What follows belongs to an exercise in optimizing a design on an open flow for small area; a production flow would make more cautious choices. In this exercise RTL edits were held to simulation tests only and were not proved equivalent to the original. No driver is modelled on the clock port, so clock power and skew are understated where the tree is cut down; a real chip needs a root buffer or a tree. Power is estimated from default activity; no workload was simulated.

Design adcSGM58600Ctrler, start of the top module:
module adcSGM58600Ctrler
#(
  parameter STATUS = 8'b0000_0100,
  parameter MUX    = 8'b0001_0000,
  parameter ADCON  = 8'b0000_0001,
  parameter DRATE  = 8'b1111_0000
)(
  output reg  [23 : 0]  adc_dout_24b,
  output reg            adc_dout_24b_valid,
  output wire         adc_cs_n,
  output wire         adc_sclk,
  output reg          adc_din,
  input  wire         adc_dout,
  input  wire         adc_drdy_n,
  output wire         adc_sync_n,
  output wire         adc_rst_n,
  input  wire         clk,
  input  wire         rstn
);
reg adc_drdy_n_r1;
always @(posedge clk)
  adc_drdy_n_r1 <= adc_drdy_n;
wire adc_drdy_n_nedge = ~adc_drdy_n &  adc_drdy_n_r1;
wire adc_drdy_n_pedge =  adc_drdy_n & ~adc_drdy_n_r1;
assign adc_cs_n   = 1'b0;
assign adc_sync_n = 1'b1;
assign adc_rst_n  = rstn;
localparam [1:0] IDLE = 2'd2, WRITE_REG = 2'd0, SEND_CMD = 2'd1, READ = 2'd3;
reg [1:0] state;
wire s_idle = (state == IDLE);
wire s_wreg = (state == WRITE_REG);
wire s_cmd  = (state == SEND_CMD);
wire s_read = (state == READ);
reg [1:0] ph;
assign adc_sclk = ph[1];
wire adc_sclk_pedge    =  ph[1] &  ph[0];
wire adc_sclk_pedge_r1 =  ph[1] & ~ph[0];
reg  [23:0] adc_dout_24b_temp;
wire [23:0] cnt = adc_dout_24b_temp;
wire wreg_bit = (~cnt[20] & cnt[9] & ~cnt[1] & ~cnt[0])
  | (~cnt[4] & cnt[3])
  | (~cnt[22] & ~cnt[16] & cnt[14])
  | (cnt[3] & ~cnt[2])
  | (~cnt[7] & ~cnt[2] & cnt[1]);
wire write_reg_finish = (cnt[10] & ~cnt[9] & ~cnt[0]);
wire rdatac_cmd_finish = (cnt[7])
  | (cnt[17]);
wire rdatac_din = (cnt[6])
  | (cnt[16]);
wire rdatac_wait_finish = (~cnt[10] & cnt[1] & ~cnt[0]);
reg adc_sclk_en;
always @(*) begin
  case (state)
    WRITE_REG: adc_sclk_en = ~write_reg_finish;
  ...
Size: ~140 cells after synthesis, about 54 flip-flops, about 34 I/O pins, ~0.0017 mm2 of cells after synthesis.
==> flow/config.mk <==
export PLATFORM = sky130hd
export DESIGN_NAME = adcSGM58600Ctrler
export DESIGN_NICKNAME = adcSGM58600Ctrler
export VERILOG_FILES = /design/flow/design.v
export SDC_FILE = /design/flow/constraint.sdc
export NUM_CORES = 4
export LEC_CHECK = 0
export ABC_AREA = 1
export CAP_MARGIN = 0
export CORE_MARGIN = 2
export CORE_UTILIZATION = 40
export PLACE_DENSITY = 0.95
export SLEW_MARGIN = 0
==> flow/constraint.sdc <==
create_clock -name core_clock -period 10.0 [get_ports {clk}]
set_input_delay 2.0000 -clock core_clock [delete_from_list [all_inputs] [get_ports {clk}]]
set_output_delay 2.0000 -clock core_clock [all_outputs]
set_load 0.01 [all_outputs]
standard.sh (not shown) runs the stock make flow with config.mk's settings and CLKGATE_MAP_FILE= SYNTH_SCRIPT=/design/flow/synth_recipe.tcl, a recipe that flattens the netlist after the stock synthesis.
==> flow/flow/run.sh <==
#!/bin/bash
# Standard ORFS layout with these changes:
#  - synthesis maps logic with an area-oriented ABC script (synth.tcl, area.abc);
#  - port buffers use the smallest buffer, sky130_fd_sc_hd__buf_1;
#  - CTS is a one-level tree: the clock port drives a few buffers (MY_CLK_BUF), each
#    driving a group of nearby registers (cts_pre.tcl, clock_buffers.tcl);
#  - before the post-placement repair, high-fanout nets get a stronger driver
#    in place of buffers (upsize.tcl).
set -euo pipefail
here=$(pwd)
export MY_ABC_SCRIPT=$here/flow/area.abc
export MY_CLK_BUF=${MY_CLK_BUF:-sky130_fd_sc_hd__buf_12}
export MY_CLK_GROUPS=${MY_CLK_GROUPS:-2}
export MY_SLEW_TARGET=${MY_SLEW_TARGET:-1.3}
bash standard.sh \
  SYNTH_SCRIPT=$here/flow/synth.tcl \
  "BUFFER_PORTS_ARGS=-buffer_cell sky130_fd_sc_hd__buf_1" \
  PRE_CTS_TCL=$here/flow/cts_pre.tcl \
  PRE_RESIZE_TCL=$here/flow/upsize.tcl \
  finish > standard.log 2>&1
==> flow/flow/area.abc <==
strash
&get -n
&st
&deepsyn -T 20
&dch -f
&nf -R 1000
&put
topo
==> flow/flow/clock_buffers.tcl <==
# Manual clock buffering: split the clock sinks into K groups (k-means on
# their positions) and drive each group from its own buffer placed at the
# group's centroid; the clock port drives the K buffers directly.
proc manual_clock_buffers { clk_net_name buf_cell k } {
  set block [ord::get_db_block]
  set net [$block findNet $clk_net_name]
  set pts {}
  foreach it [$net getITerms] {
    set b [[$it getInst] getBBox]
    lappend pts [list [expr {([$b xMin] + [$b xMax]) / 2.0}] [expr {([$b yMin] + [$b yMax]) / 2.0}] [$it getInst] [[$it getMTerm] getName]]
  }
  set n [llength $pts]
  # initial centres: sinks spread along x order
  set sorted [lsort -real -index 0 $pts]
  set cent {}
  for {set c 0} {$c < $k} {incr c} {
    set p [lindex $sorted [expr {int(($c + 0.5) * $n / $k)}]]
    lappend cent [list [lindex $p 0] [lindex $p 1]]
  }
  # k-means, with each group holding at most ceil(n / k) sinks: sinks are
  # assigned greedily in order of distance to the group centres.
  set cap [expr {($n + $k - 1) / $k}]
  for {set iter 0} {$iter < 50} {incr iter} {
    set pairs {}
    for {set i 0} {$i < $n} {incr i} {
      set p [lindex $pts $i]
      for {set c 0} {$c < $k} {incr c} {
        lappend pairs [list [expr {abs([lindex $p 0] - [lindex $cent $c 0]) + abs([lindex $p 1] - [lindex $cent $c 1])}] $i $c]
      }
    }
    set pairs [lsort -real -index 0 $pairs]
    set asg [lrepeat $n -1]
    set fill [lrepeat $k 0]
    foreach pr $pairs {
      lassign $pr d i c
      if { [lindex $asg $i] >= 0 || [lindex $fill $c] >= $cap } { continue }
      lset asg $i $c
      lset fill $c [expr {[lindex $fill $c] + 1}]
    }
    set newc {}
    for {set c 0} {$c < $k} {incr c} {
      set sx 0; set sy 0; set m 0
      foreach p $pts a $asg { if {$a == $c} { set sx [expr {$sx + [lindex $p 0]}]; set sy [expr {$sy + [lindex $p 1]}]; incr m } }
      if {$m > 0} { lappend newc [list [expr {$sx / $m}] [expr {$sy / $m}]] } else { lappend newc [lindex $cent $c] }
    }
    set cent $newc
  }
  set dbu [$block getDbUnitsPerMicron]
  for {set c 0} {$c < $k} {incr c} {
    set pins {}
    foreach p $pts a $asg {
      if {$a == $c} { lappend pins [get_pins -of_objects [get_cells [[lindex $p 2] getName]] -filter "name == [lindex $p 3]"] }
    }
    if {[llength $pins] == 0} { continue }
    set x [expr {[lindex $cent $c 0] / $dbu}]
    set y [expr {[lindex $cent $c 1] / $dbu}]
    puts "clock group $c: [llength $pins] sinks, buffer at $x $y"
    insert_buffer -buffer_cell $buf_cell -net $clk_net_name -load_pins $pins -location [list $x $y] \
      -buffer_name clkbuf_leaf_$c -net_name clknet_leaf_$c
  }
}
==> flow/flow/cts_pre.tcl <==
# PRE_CTS hook: replace TritonCTS by a one-level clock tree. The clock port
# drives MY_CLK_GROUPS buffers (MY_CLK_BUF), each driving the registers
# nearest to it (see clock_buffers.tcl).
source [file join [file dirname [info script]] clock_buffers.tcl]
proc clock_tree_synthesis { args } {
  manual_clock_buffers clk $::env(MY_CLK_BUF) $::env(MY_CLK_GROUPS)
  set_propagated_clock [all_clocks]
}
==> flow/flow/upsize.tcl <==
# PRE_RESIZE hook, run after global placement.
# 1. merge_tie_cells: see below.
# 2. upsize_weak_drivers: drive high-fanout nets by upsizing their driver instead of
# splitting them with buffers. Buffers that timing-driven global placement
# added inside the logic are removed first; then each driver whose output
# slew exceeds MY_SLEW_TARGET (ns) is replaced by the next stronger cell of
# the same function (_1 -> _2 -> _4) while that cell exists.
proc upsize_weak_drivers { target } {
  set bufs [get_cells -quiet {place* load_slew* split* rebuffer* wire*}]
  foreach b $bufs {
    # reconnect the buffer's loads to its input net, then delete it
    set inst [[ord::get_db_block] findInst [get_full_name $b]]
    set in_net ""; set out_net ""
    foreach it [$inst getITerms] {
      if { [$it isInputSignal] } { set in_net [$it getNet] }
      if { [$it isOutputSignal] } { set out_net [$it getNet] }
    }
    if { $in_net eq "" || $out_net eq "" || [llength [$out_net getBTerms]] > 0 } { continue }
    puts "upsize_weak_drivers: removing buffer [$inst getName]"
    foreach it [$out_net getITerms] {
      if { [$it getInst] ne $inst } { $it disconnect; $it connect $in_net }
    }
    odb::dbInst_destroy $inst
    odb::dbNet_destroy $out_net
  }
  estimate_parasitics -placement
  foreach net [get_nets *] {
    set drv [get_pins -quiet -of_objects $net -filter "direction == output"]
    if { [llength $drv] != 1 } { continue }
    set inst [get_cells -quiet -of_objects $drv]
    if { [llength $inst] != 1 } { continue }
    set ref [get_property $inst ref_name]
    if { [string match "*df*" $ref] || [string match "*conb*" $ref] } { continue }
    while { [get_property $drv slew_max] > $target } {
      if { ![regexp {^(.*)_(\d+)$} $ref -> base size] } { break }
      set next ""
      foreach s {2 4 8} {
        if { $s > $size && [llength [get_lib_cells -quiet */${base}_$s]] > 0 } { set next ${base}_$s; break }
      }
      if { $next eq "" } { break }
      puts "upsize_weak_drivers: [get_full_name $inst] $ref -> $next (slew [get_property $drv slew_max])"
      replace_cell $inst [lindex [get_lib_cells */$next] 0]
      set ref $next
      estimate_parasitics -placement
    }
  }
}

# One sky130 conb_1 tie cell has both a HI and a LO output: when one tie
# cell drives only HI and another only LO, move the LO net to the first cell
# and delete the second.
proc merge_tie_cells { } {
  set block [ord::get_db_block]
  set hi_only {}; set lo_only {}
  foreach inst [$block getInsts] {
    if { [[$inst getMaster] getName] ne "sky130_fd_sc_hd__conb_1" } { continue }
    set hi [$inst findITerm HI]; set lo [$inst findITerm LO]
    set hn [$hi getNet]; set ln [$lo getNet]
    if { $hn ne "NULL" && $hn ne "" && ($ln eq "NULL" || $ln eq "") } { lappend hi_only $inst }
    if { $ln ne "NULL" && $ln ne "" && ($hn eq "NULL" || $hn eq "") } { lappend lo_only $inst }
  }
  foreach keep $hi_only drop $lo_only {
    if { $keep eq "" || $drop eq "" } { break }
    set net [[$drop findITerm LO] getNet]
    [$drop findITerm LO] disconnect
    [$keep findITerm LO] connect $net
    puts "merge_tie_cells: [$drop getName] LO moved to [$keep getName]"
    odb::dbInst_destroy $drop
  }
}
merge_tie_cells
upsize_weak_drivers $::env(MY_SLEW_TARGET)
Other scripts of this flow, unchanged in this note and not shown: flow/flow/synth.tcl
==> next run, changes <==
==> flow/flow/area.abc (replaced) <==
strash
&get -n
&st
&dch -f
&nf -R 1000
&put
topo
Die area rises slightly.
Clock skew barely changes.
Power goes up by a few percent.
Synthesized area increases slightly.
Global-route usage goes down by 0.12 points.
Via count stays flat.
Hold slack improved by 6.8 ps.
Wire length goes up slightly.
==> next run, changes <==
--- a/flow/flow/run.sh
+++ b/flow/flow/run.sh
@@ -5 +5 @@
-#  - CTS is a one-level tree: the clock port drives a few buffers (MY_CLK_BUF), each
+#  - CTS is a one-level tree: the clock port drives a few buffers, each
@@ -12,3 +12,3 @@
-export MY_CLK_BUF=${MY_CLK_BUF:-sky130_fd_sc_hd__buf_12}
-export MY_CLK_GROUPS=${MY_CLK_GROUPS:-2}
-export MY_SLEW_TARGET=${MY_SLEW_TARGET:-1.3}
+export MY_CLK_BUF=${MY_CLK_BUF:-sky130_fd_sc_hd__clkbuf_8}
+export MY_CLK_GROUPS=${MY_CLK_GROUPS:-3}
+export MY_SLEW_TARGET=${MY_SLEW_TARGET:-1.1}
==> flow/flow/area.abc (replaced) <==
strash
&get -n
&st
&deepsyn -T 20
&dch -f
&nf -R 1000
&put
topo
Critical path depth is unchanged.
Worst setup slack hardly moves.
Utilization grows by 1.7 points.
Routed wire length goes up by 0.96%.
Global-route usage is higher by 0.47 points.
Area after synthesis decreases by 1.4%.
==> next run, changes <==
--- a/flow/flow/clock_buffers.tcl
+++ b/flow/flow/clock_buffers.tcl
@@ -20,3 +19,0 @@
-  # k-means, with each group holding at most ceil(n / k) sinks: sinks are
-  # assigned greedily in order of distance to the group centres.
-  set cap [expr {($n + $k - 1) / $k}]
@@ -24,3 +21,3 @@
-    set pairs {}
-    for {set i 0} {$i < $n} {incr i} {
-      set p [lindex $pts $i]
+    set asg {}
+    foreach p $pts {
+      set best 0; set bd 1e30
@@ -28 +25,2 @@
-        lappend pairs [list [expr {abs([lindex $p 0] - [lindex $cent $c 0]) + abs([lindex $p 1] - [lindex $cent $c 1])}] $i $c]
+        set d [expr {abs([lindex $p 0] - [lindex $cent $c 0]) + abs([lindex $p 1] - [lindex $cent $c 1])}]
+        if {$d < $bd} { set bd $d; set best $c }
@@ -30,9 +28 @@
-    }
-    set pairs [lsort -real -index 0 $pairs]
-    set asg [lrepeat $n -1]
-    set fill [lrepeat $k 0]
-    foreach pr $pairs {
-      lassign $pr d i c
-      if { [lindex $asg $i] >= 0 || [lindex $fill $c] >= $cap } { continue }
-      lset asg $i $c
-      lset fill $c [expr {[lindex $fill $c] + 1}]
+      lappend asg $best
- PLACE_DENSITY: 0.95 -> 0.9
After rerunning: Clock skew rose by 21 ps. Cell count is unchanged. Total power came out lower by 0.71%. Sequential share of layout area is unchanged.
==> next run, changes <==
--- a/flow/flow/clock_buffers.tcl
+++ b/flow/flow/clock_buffers.tcl
@@ -19,0 +20,3 @@
+  # k-means, with each group holding at most ceil(n / k) sinks: sinks are
+  # assigned greedily in order of distance to the group centres.
+  set cap [expr {($n + $k - 1) / $k}]
@@ -21,3 +24,3 @@
-    set asg {}
-    foreach p $pts {
-      set best 0; set bd 1e30
+    set pairs {}
+    for {set i 0} {$i < $n} {incr i} {
+      set p [lindex $pts $i]
@@ -25,2 +28 @@
-        set d [expr {abs([lindex $p 0] - [lindex $cent $c 0]) + abs([lindex $p 1] - [lindex $cent $c 1])}]
-        if {$d < $bd} { set bd $d; set best $c }
+        lappend pairs [list [expr {abs([lindex $p 0] - [lindex $cent $c 0]) + abs([lindex $p 1] - [lindex $cent $c 1])}] $i $c]
@@ -28 +30,9 @@
-      lappend asg $best
+    }
+    set pairs [lsort -real -index 0 $pairs]
+    set asg [lrepeat $n -1]
+    set fill [lrepeat $k 0]
+    foreach pr $pairs {
+      lassign $pr d i c
+      if { [lindex $asg $i] >= 0 || [lindex $fill $c] >= $cap } { continue }
+      lset asg $i $c
+      lset fill $c [expr {[lindex $fill $c] + 1}]
What happened:
- power increases by about 0.7%
- area after synthesis stays the same
- die area stays the same
- combinational power rises by about 0.7%
- hold slack barely changes
- wire length rose by 2.0%
- worst setup slack stays flat
- design area does not change
- via count stays flat
- register-to-register slack gains 40 ps
- global-route usage went up by 0.24 points
==> next run, changes <==
--- a/flow/flow/run.sh
+++ b/flow/flow/run.sh
@@ -5 +5 @@
-#  - CTS is a one-level tree: the clock port drives a few buffers, each
+#  - CTS is a one-level tree: the clock port drives a few buffers (MY_CLK_BUF), each
@@ -12,3 +12,3 @@
-export MY_CLK_BUF=${MY_CLK_BUF:-sky130_fd_sc_hd__clkbuf_8}
-export MY_CLK_GROUPS=${MY_CLK_GROUPS:-3}
-export MY_SLEW_TARGET=${MY_SLEW_TARGET:-1.1}
+export MY_CLK_BUF=${MY_CLK_BUF:-sky130_fd_sc_hd__buf_12}
+export MY_CLK_GROUPS=${MY_CLK_GROUPS:-2}
+export MY_SLEW_TARGET=${MY_SLEW_TARGET:-1.3}
==> flow/flow/area.abc (replaced) <==
strash
&get -n
&st
&deepsyn -T 60
&dch -f
&nf -R 1000
&put
topo
- PLACE_DENSITY: 0.9 -> 0.95
After rerunning: The changed run produced a clean layout; maximum frequency is about the same; utilization barely changes; total power grows by 0.99%.
No run of this note takes its clock network from TritonCTS; it comes from the design's own scripts or RTL.

== lagoon ==
The RTL this note starts from:
==> flow/design.v <==
`default_nettype none
module adcSGM58600Ctrler
#(
  parameter STATUS = 8'b0000_0100,
  parameter MUX    = 8'b0001_0000,
  parameter ADCON  = 8'b0000_0001,
  parameter DRATE  = 8'b1111_0000
)(
  output reg  [23 : 0]  adc_dout_24b,
  output reg            adc_dout_24b_valid,
  output wire         adc_cs_n,
  output wire         adc_sclk,
  output reg          adc_din,
  input  wire         adc_dout,
  input  wire         adc_drdy_n,
  output wire         adc_sync_n,
  output wire         adc_rst_n,
  input  wire         clk,
  input  wire         rstn
);
reg adc_drdy_n_r1;
always @(posedge clk)
  adc_drdy_n_r1 <= adc_drdy_n;
wire adc_drdy_n_nedge = ~adc_drdy_n &  adc_drdy_n_r1;
wire adc_drdy_n_pedge =  adc_drdy_n & ~adc_drdy_n_r1;
assign adc_cs_n   = 1'b0;
assign adc_sync_n = 1'b1;
assign adc_rst_n  = rstn;
localparam [1:0] IDLE = 2'd0, WRITE_REG = 2'd2, SEND_CMD = 2'd3, READ = 2'd1;
reg [1:0] state;
wire s_idle = (state == IDLE);
wire s_wreg = (state == WRITE_REG);
wire s_cmd  = (state == SEND_CMD);
wire s_read = (state == READ);
reg [1:0] ph;
assign adc_sclk = ph[1];
wire adc_sclk_pedge    =  ph[1] &  ph[0];
wire adc_sclk_pedge_r1 =  ph[1] & ~ph[0];
reg  [23:0] adc_dout_24b_temp;
wire [23:0] cnt = adc_dout_24b_temp;
wire wreg_bit = (cnt[14] & ~cnt[9] & ~cnt[4])
  | (~cnt[4] & ~cnt[2] & cnt[1])
  | (~cnt[16] & cnt[14] & cnt[1])
  | (~cnt[9] & ~cnt[4] & cnt[3])
  | (cnt[13] & ~cnt[8] & cnt[7]);
wire write_reg_finish = (~cnt[10] & cnt[7] & ~cnt[0]);
wire rdatac_cmd_finish = (cnt[7])
  | (cnt[12])
  | (cnt[17]);
wire rdatac_din = (cnt[6])
  | (cnt[11])
  | (cnt[16]);
wire rdatac_wait_finish = (cnt[13] & ~cnt[8] & cnt[7] & ~cnt[0]);
reg adc_sclk_en;
always @(*) begin
  case (state)
    WRITE_REG: adc_sclk_en = ~write_reg_finish;
    SEND_CMD:  adc_sclk_en = ~adc_drdy_n & ~rdatac_cmd_finish;
    READ:      adc_sclk_en = ~adc_drdy_n;
    default:   adc_sclk_en = 1'b0;
  endcase
end
always @(posedge clk) begin
  ph[0] <= adc_sclk_en & ~ph[1];
  ph[1] <= ph[0] & (adc_sclk_en | ph[1]);
end
wire wreg_done = s_wreg & adc_drdy_n_nedge & write_reg_finish;
always @(posedge clk) begin
  if (~rstn)
    state <= IDLE;
  else
    case (state)
      IDLE:      if (adc_drdy_n_nedge)   state <= WRITE_REG;
      WRITE_REG: if (wreg_done)          state <= SEND_CMD;
      SEND_CMD:  if (rdatac_wait_finish) state <= READ;
      default: ;
    endcase
end
always @(*) begin
  case (state)
    WRITE_REG: adc_din = wreg_bit;
    SEND_CMD:  adc_din = rdatac_din;    
    default:   adc_din = 1'b0;
  endcase
end
wire cnt_step  = s_wreg ? adc_sclk_pedge
               : (adc_sclk_pedge | rdatac_cmd_finish);           
wire tmp_shift = s_read ?  adc_sclk_pedge_r1
               : ((s_wreg & ~wreg_done) | (s_cmd & ~rdatac_wait_finish)) & cnt_step;
wire tmp_hold  = s_read ? ~adc_sclk_pedge_r1
               : ((s_wreg & ~wreg_done) | (s_cmd & ~rdatac_wait_finish)) & ~cnt_step;
wire tmp_in    = s_read ? adc_dout : ~(cnt[19] ^ cnt[14]);
wire word_done = s_read & adc_drdy_n_pedge;
wire out_load  = rstn &  word_done;
wire out_hold  = rstn & ~word_done;               
always @(posedge clk)
  adc_dout_24b_temp <= ({24{tmp_shift}} & {adc_dout_24b_temp[22:0], tmp_in})
                     | ({24{tmp_hold}}  & adc_dout_24b_temp);
always @(posedge clk)
  adc_dout_24b <= ({24{out_load}} & adc_dout_24b_temp)
                | ({24{out_hold}} & adc_dout_24b);
always @(posedge clk)
  adc_dout_24b_valid <= word_done;
endmodule
`resetall
export LEC_CHECK = 0
export ABC_AREA = 1
export CAP_MARGIN = 0
export CORE_MARGIN = 2
export CORE_UTILIZATION = 65
export PLACE_DENSITY = 0.75
export SLEW_MARGIN = 0
create_clock -name core_clock -period 10.0 [get_ports {clk}]
==> flow/flow/run.sh <==
#!/bin/bash
# Standard ORFS layout with these changes:
#  - synthesis maps logic with an area-oriented ABC script (synth.tcl, area.abc);
#  - port buffers use the smallest buffer, sky130_fd_sc_hd__buf_1;
#  - CTS is a one-level tree: the clock port drives a few buffers, each
#    driving a group of nearby registers (cts_pre.tcl, clock_buffers.tcl).
set -euo pipefail
here=$(pwd)
export MY_ABC_SCRIPT=$here/flow/area.abc
export MY_CLK_BUF=${MY_CLK_BUF:-sky130_fd_sc_hd__clkbuf_16}
export MY_CLK_GROUPS=${MY_CLK_GROUPS:-2}
bash standard.sh \
  SYNTH_SCRIPT=$here/flow/synth.tcl \
  "BUFFER_PORTS_ARGS=-buffer_cell sky130_fd_sc_hd__buf_1" \
  PRE_CTS_TCL=$here/flow/cts_pre.tcl \
  finish > standard.log 2>&1
==> flow/flow/area.abc <==
strash
&get -n
&st
&deepsyn -T 20
&dch -f
&nf -R 1000
&put
topo
Scripts as last shown in full above: flow/flow/cts_pre.tcl
Other scripts of this flow, unchanged in this note and not shown: flow/flow/clock_buffers.tcl, flow/flow/synth.tcl
Edits applied to the flow inputs when going from lagoon to willow:
Settings: a change of CORE_UTILIZATION from 65 to 40; a deleted PLACE_DENSITY that had been 0.75.
diff --git a/flow/flow/run.sh b/flow/flow/run.sh
--- a/flow/flow/run.sh
+++ b/flow/flow/run.sh
@@ -10,2 +10,2 @@
-export MY_CLK_BUF=${MY_CLK_BUF:-sky130_fd_sc_hd__clkbuf_16}
-export MY_CLK_GROUPS=${MY_CLK_GROUPS:-2}
+export MY_CLK_BUF=${MY_CLK_BUF:-sky130_fd_sc_hd__clkbuf_8}
+export MY_CLK_GROUPS=${MY_CLK_GROUPS:-4}
==> flow/flow/area.abc <==
strash
&get -n
&st
&dch -f
&nf -R 1000
&put
topo
## What came out
Compared with lagoon, willow shows a synthesized-area fraction occupied by and/or/nand/nor cells that is 0.92 points lower. Delta (willow minus lagoon): aggregate routed wire length up 83 um, number of cells on the critical path flat.
The following lists how yarrow was set up differently from willow:
diff --git a/flow/flow/run.sh b/flow/flow/run.sh
--- a/flow/flow/run.sh
+++ b/flow/flow/run.sh
@@ -10,2 +10,2 @@
-export MY_CLK_BUF=${MY_CLK_BUF:-sky130_fd_sc_hd__clkbuf_8}
-export MY_CLK_GROUPS=${MY_CLK_GROUPS:-4}
+export MY_CLK_BUF=${MY_CLK_BUF:-sky130_fd_sc_hd__clkbuf_16}
+export MY_CLK_GROUPS=${MY_CLK_GROUPS:-2}
==> flow/flow/area.abc <==
strash
&get -n
&st
&deepsyn -T 20
&dch -f
&nf -R 1000
&put
topo
Findings:
[compare] base=willow new=yarrow: worst hold-check slack increased by 3.9 ps relative to the old numbers; sum of met3 wire segment lengths after detailed routing decreased by 24 um relative to the old numbers; combinational logic power decreased by 38% relative to the old numbers. From willow to yarrow the numbers moved as follows: total power saw a decrease; synthesized area shows no meaningful change; number of well-tap cells placed barely changed; switching power total dropped about 8%. yarrow ends up with higher share of power burned in the clock network than willow does. Detailed-route wire length is lower on yarrow. Delta (yarrow minus willow): maximum achievable frequency neither gained nor lost much, via count lost about 2.6%.
For amber, these inputs were changed with respect to yarrow:
Settings: setting PLACE_DENSITY to 0.75 for the first time; changing CORE_UTILIZATION from 40 to 65.
diff --git a/flow/flow/run.sh b/flow/flow/run.sh
--- a/flow/flow/run.sh
+++ b/flow/flow/run.sh
@@ -6 +6,3 @@
-#    driving a group of nearby registers (cts_pre.tcl, clock_buffers.tcl).
+#    driving a group of nearby registers (cts_pre.tcl, clock_buffers.tcl);
+#  - before the post-placement repair, high-fanout nets get a stronger driver
+#    in place of buffers (upsize.tcl).
@@ -10,2 +12,3 @@
-export MY_CLK_BUF=${MY_CLK_BUF:-sky130_fd_sc_hd__clkbuf_16}
-export MY_CLK_GROUPS=${MY_CLK_GROUPS:-2}
+export MY_CLK_BUF=${MY_CLK_BUF:-sky130_fd_sc_hd__clkbuf_8}
+export MY_CLK_GROUPS=${MY_CLK_GROUPS:-3}
+export MY_SLEW_TARGET=${MY_SLEW_TARGET:-1.1}
@@ -15,0 +19 @@
+  PRE_RESIZE_TCL=$here/flow/upsize.tcl \
==> flow/flow/upsize.tcl (new file) <==
# PRE_RESIZE hook: drive high-fanout nets by upsizing their driver instead of
# splitting them with buffers. Buffers that timing-driven global placement
# added inside the logic are removed first; then each driver whose output
# slew exceeds MY_SLEW_TARGET (ns) is replaced by the next stronger cell of
# the same function (_1 -> _2 -> _4) while that cell exists.
proc upsize_weak_drivers { target } {
  set bufs [get_cells -quiet {place* load_slew* split* rebuffer* wire*}]
  if { [llength $bufs] > 0 } {
    puts "upsize_weak_drivers: removing [llength $bufs] buffers"
    remove_buffers $bufs
  }
  estimate_parasitics -placement
  foreach net [get_nets *] {
    set drv [get_pins -quiet -of_objects $net -filter "direction == output"]
    if { [llength $drv] != 1 } { continue }
    set inst [get_cells -quiet -of_objects $drv]
    if { [llength $inst] != 1 } { continue }
    set ref [get_property $inst ref_name]
    if { [string match "*df*" $ref] || [string match "*conb*" $ref] } { continue }
    while { [get_property $drv slew_max] > $target } {
      if { ![regexp {^(.*)_(\d+)$} $ref -> base size] } { break }
      set next ""
      foreach s {2 4 8} {
        if { $s > $size && [llength [get_lib_cells -quiet */${base}_$s]] > 0 } { set next ${base}_$s; break }
      }
      if { $next eq "" } { break }
      puts "upsize_weak_drivers: [get_full_name $inst] $ref -> $next (slew [get_property $drv slew_max])"
      replace_cell $inst [lindex [get_lib_cells */$next] 0]
      set ref $next
      estimate_parasitics -placement
    }
  }
}
upsize_weak_drivers $::env(MY_SLEW_TARGET)
--- outcome ---
Re worst clock skew: yarrow was lower than amber. Of the two values seen for capture point of the worst path, adc_rst_n was produced by yarrow and adc_dout_24b_temp[5] by amber. The estimated power of amber ends up lower than the estimate for yarrow. Looking at post-detailed-route wirelength per cell, amber sits 3.4 um above yarrow. The number of synthesized flops with an enable pin of amber and that of yarrow are within noise of each other.
Relative to amber, the following input files were edited for cedar:
Settings: PLACE_DENSITY changed from 0.75 to 0.9; CORE_UTILIZATION changed from 65 to 40.
diff --git a/flow/flow/upsize.tcl b/flow/flow/upsize.tcl
--- a/flow/flow/upsize.tcl
+++ b/flow/flow/upsize.tcl
@@ -1 +1,3 @@
-# PRE_RESIZE hook: drive high-fanout nets by upsizing their driver instead of
+# PRE_RESIZE hook, run after global placement.
+# 1. merge_tie_cells: see below.
+# 2. upsize_weak_drivers: drive high-fanout nets by upsizing their driver instead of
@@ -8,3 +10,15 @@
-  if { [llength $bufs] > 0 } {
-    puts "upsize_weak_drivers: removing [llength $bufs] buffers"
-    remove_buffers $bufs
+  foreach b $bufs {
+    # reconnect the buffer's loads to its input net, then delete it
+    set inst [[ord::get_db_block] findInst [get_full_name $b]]
+    set in_net ""; set out_net ""
+    foreach it [$inst getITerms] {
+      if { [$it isInputSignal] } { set in_net [$it getNet] }
+      if { [$it isOutputSignal] } { set out_net [$it getNet] }
+    }
+    if { $in_net eq "" || $out_net eq "" || [llength [$out_net getBTerms]] > 0 } { continue }
+    puts "upsize_weak_drivers: removing buffer [$inst getName]"
+    foreach it [$out_net getITerms] {
+      if { [$it getInst] ne $inst } { $it disconnect; $it connect $in_net }
+    }
+    odb::dbInst_destroy $inst
+    odb::dbNet_destroy $out_net
@@ -33,0 +48,24 @@
+
+# One sky130 conb_1 tie cell has both a HI and a LO output: when one tie
+# cell drives only HI and another only LO, move the LO net to the first cell
+# and delete the second.
+proc merge_tie_cells { } {
+  set block [ord::get_db_block]
+  set hi_only {}; set lo_only {}
+  foreach inst [$block getInsts] {
+    if { [[$inst getMaster] getName] ne "sky130_fd_sc_hd__conb_1" } { continue }
+    set hi [$inst findITerm HI]; set lo [$inst findITerm LO]
+    set hn [$hi getNet]; set ln [$lo getNet]
+    if { $hn ne "NULL" && $hn ne "" && ($ln eq "NULL" || $ln eq "") } { lappend hi_only $inst }
+    if { $ln ne "NULL" && $ln ne "" && ($hn eq "NULL" || $hn eq "") } { lappend lo_only $inst }
+  }
+  foreach keep $hi_only drop $lo_only {
+    if { $keep eq "" || $drop eq "" } { break }
+    set net [[$drop findITerm LO] getNet]
+    [$drop findITerm LO] disconnect
+    [$keep findITerm LO] connect $net
+    puts "merge_tie_cells: [$drop getName] LO moved to [$keep getName]"
+    odb::dbInst_destroy $drop
+  }
+}
+merge_tie_cells
### Flow results
Die area: cedar vs amber up 58%
Routed length on met2: cedar vs amber up about 2%
met3 global-route usage was higher in the run labelled amber.
Compared to amber, cedar has worst setup slack 42 ps lower.
The placed cell area number comes out higher for cedar vs amber.
Fraction of power consumed by combinational cells: amber and cedar compared, higher one is cedar
The following lists how quartz was set up differently from cedar:
Settings: a deleted PLACE_DENSITY that had been 0.9.
diff --git a/flow/flow/run.sh b/flow/flow/run.sh
--- a/flow/flow/run.sh
+++ b/flow/flow/run.sh
@@ -12,2 +12,2 @@
-export MY_CLK_BUF=${MY_CLK_BUF:-sky130_fd_sc_hd__clkbuf_8}
-export MY_CLK_GROUPS=${MY_CLK_GROUPS:-3}
+export MY_CLK_BUF=${MY_CLK_BUF:-sky130_fd_sc_hd__clkbuf_16}
+export MY_CLK_GROUPS=${MY_CLK_GROUPS:-2}
diff --git a/flow/flow/upsize.tcl b/flow/flow/upsize.tcl
--- a/flow/flow/upsize.tcl
+++ b/flow/flow/upsize.tcl
@@ -1,3 +1 @@
-# PRE_RESIZE hook, run after global placement.
-# 1. merge_tie_cells: see below.
-# 2. upsize_weak_drivers: drive high-fanout nets by upsizing their driver instead of
+# PRE_RESIZE hook: drive high-fanout nets by upsizing their driver instead of
@@ -48,24 +45,0 @@
-
-# One sky130 conb_1 tie cell has both a HI and a LO output: when one tie
-# cell drives only HI and another only LO, move the LO net to the first cell
-# and delete the second.
-proc merge_tie_cells { } {
-  set block [ord::get_db_block]
-  set hi_only {}; set lo_only {}
-  foreach inst [$block getInsts] {
-    if { [[$inst getMaster] getName] ne "sky130_fd_sc_hd__conb_1" } { continue }
-    set hi [$inst findITerm HI]; set lo [$inst findITerm LO]
-    set hn [$hi getNet]; set ln [$lo getNet]
-    if { $hn ne "NULL" && $hn ne "" && ($ln eq "NULL" || $ln eq "") } { lappend hi_only $inst }
-    if { $ln ne "NULL" && $ln ne "" && ($hn eq "NULL" || $hn eq "") } { lappend lo_only $inst }
-  }
-  foreach keep $hi_only drop $lo_only {
-    if { $keep eq "" || $drop eq "" } { break }
-    set net [[$drop findITerm LO] getNet]
-    [$drop findITerm LO] disconnect
-    [$keep findITerm LO] connect $net
-    puts "merge_tie_cells: [$drop getName] LO moved to [$keep getName]"
-    odb::dbInst_destroy $drop
-  }
-}
-merge_tie_cells
Findings:
- Going from cedar to quartz, sum of internal, switching and leakage power saw an increase; total placed instance area barely changed; post-route cell area climbed 0.64%; data required time at the worst endpoint was more or less identical.
- Looking at clock period minus final worst setup slack across both flows, quartz is the weaker of the two, with cedar ahead.
- Cmp quartz vs cedar: number of multi-input combinational cells in the layout higher in quartz
- Taking cedar as the reference, in quartz cell internal power dissipation now sits higher, via count went down about 0.4%.
In every run of this note, the design's own scripts or RTL, not TritonCTS, make the clock network.

[separate check: timing with driven ports]
No port has a modelled driver above. Below, the same layouts with a new extraction and two added sets of constraints.
Step 1 sets driving cells, clkbuf_16 on the clock port and buf_2 on the other inputs (assumed; they add their load-dependent delay and slew).
Step 2 times the ports against the registers' clock, not the clock port: input delays grow and output delays shrink by t, the midpoint of the rising clock arrivals with the driver on.
Three values: ideal ports, drivers, drivers and shift; two values: the first two.
run | t (ns) | slack for setup (ns) | worst setup path after step 2 | worst register clock-pin slew, ns | cell pins on the clock port's net
the first run of note 1 | 0.181 | 5.689 / 5.669 / 5.657 | input to register | 0.10 / 0.10 | 2
the second run of note 1 | 0.175 | 5.689 / 5.668 / 5.668 | input to output | 0.10 / 0.10 | 2
the third run of note 1 | 0.208 | 5.690 / 5.669 / 5.666 | input to register | 0.11 / 0.11 | 3
the fourth run of note 1 | 0.203 | 5.691 / 5.670 / 5.634 | input to register | 0.12 / 0.12 | 3
the fifth run of note 1 | 0.208 | 5.691 / 5.671 / 5.637 | input to register | 0.11 / 0.11 | 3
the sixth run of note 1 | 0.181 | 5.689 / 5.669 / 5.657 | input to register | 0.10 / 0.10 | 2
lagoon | 0.201 | 5.697 / 5.672 / 5.672 | input to output | 0.10 / 0.10 | 2
willow | 0.194 | 5.677 / 5.657 / 5.657 | input to output | 0.09 / 0.09 | 4
yarrow | 0.205 | 5.686 / 5.665 / 5.665 | input to output | 0.10 / 0.10 | 2
amber | 0.200 | 5.714 / 5.719 / 5.519 | input to register | 0.11 / 0.11 | 3
cedar | 0.214 | 5.672 / 5.671 / 5.495 | input to register | 0.11 / 0.11 | 3
quartz | 0.206 | 5.662 / 5.675 / 5.483 | input to register | 0.10 / 0.10 | 2
After both steps every run listed still meets setup and hold. For amber, which loses most, drivers alone change the setup slack by +0.005 ns; drivers and shift together by -0.195 ns.
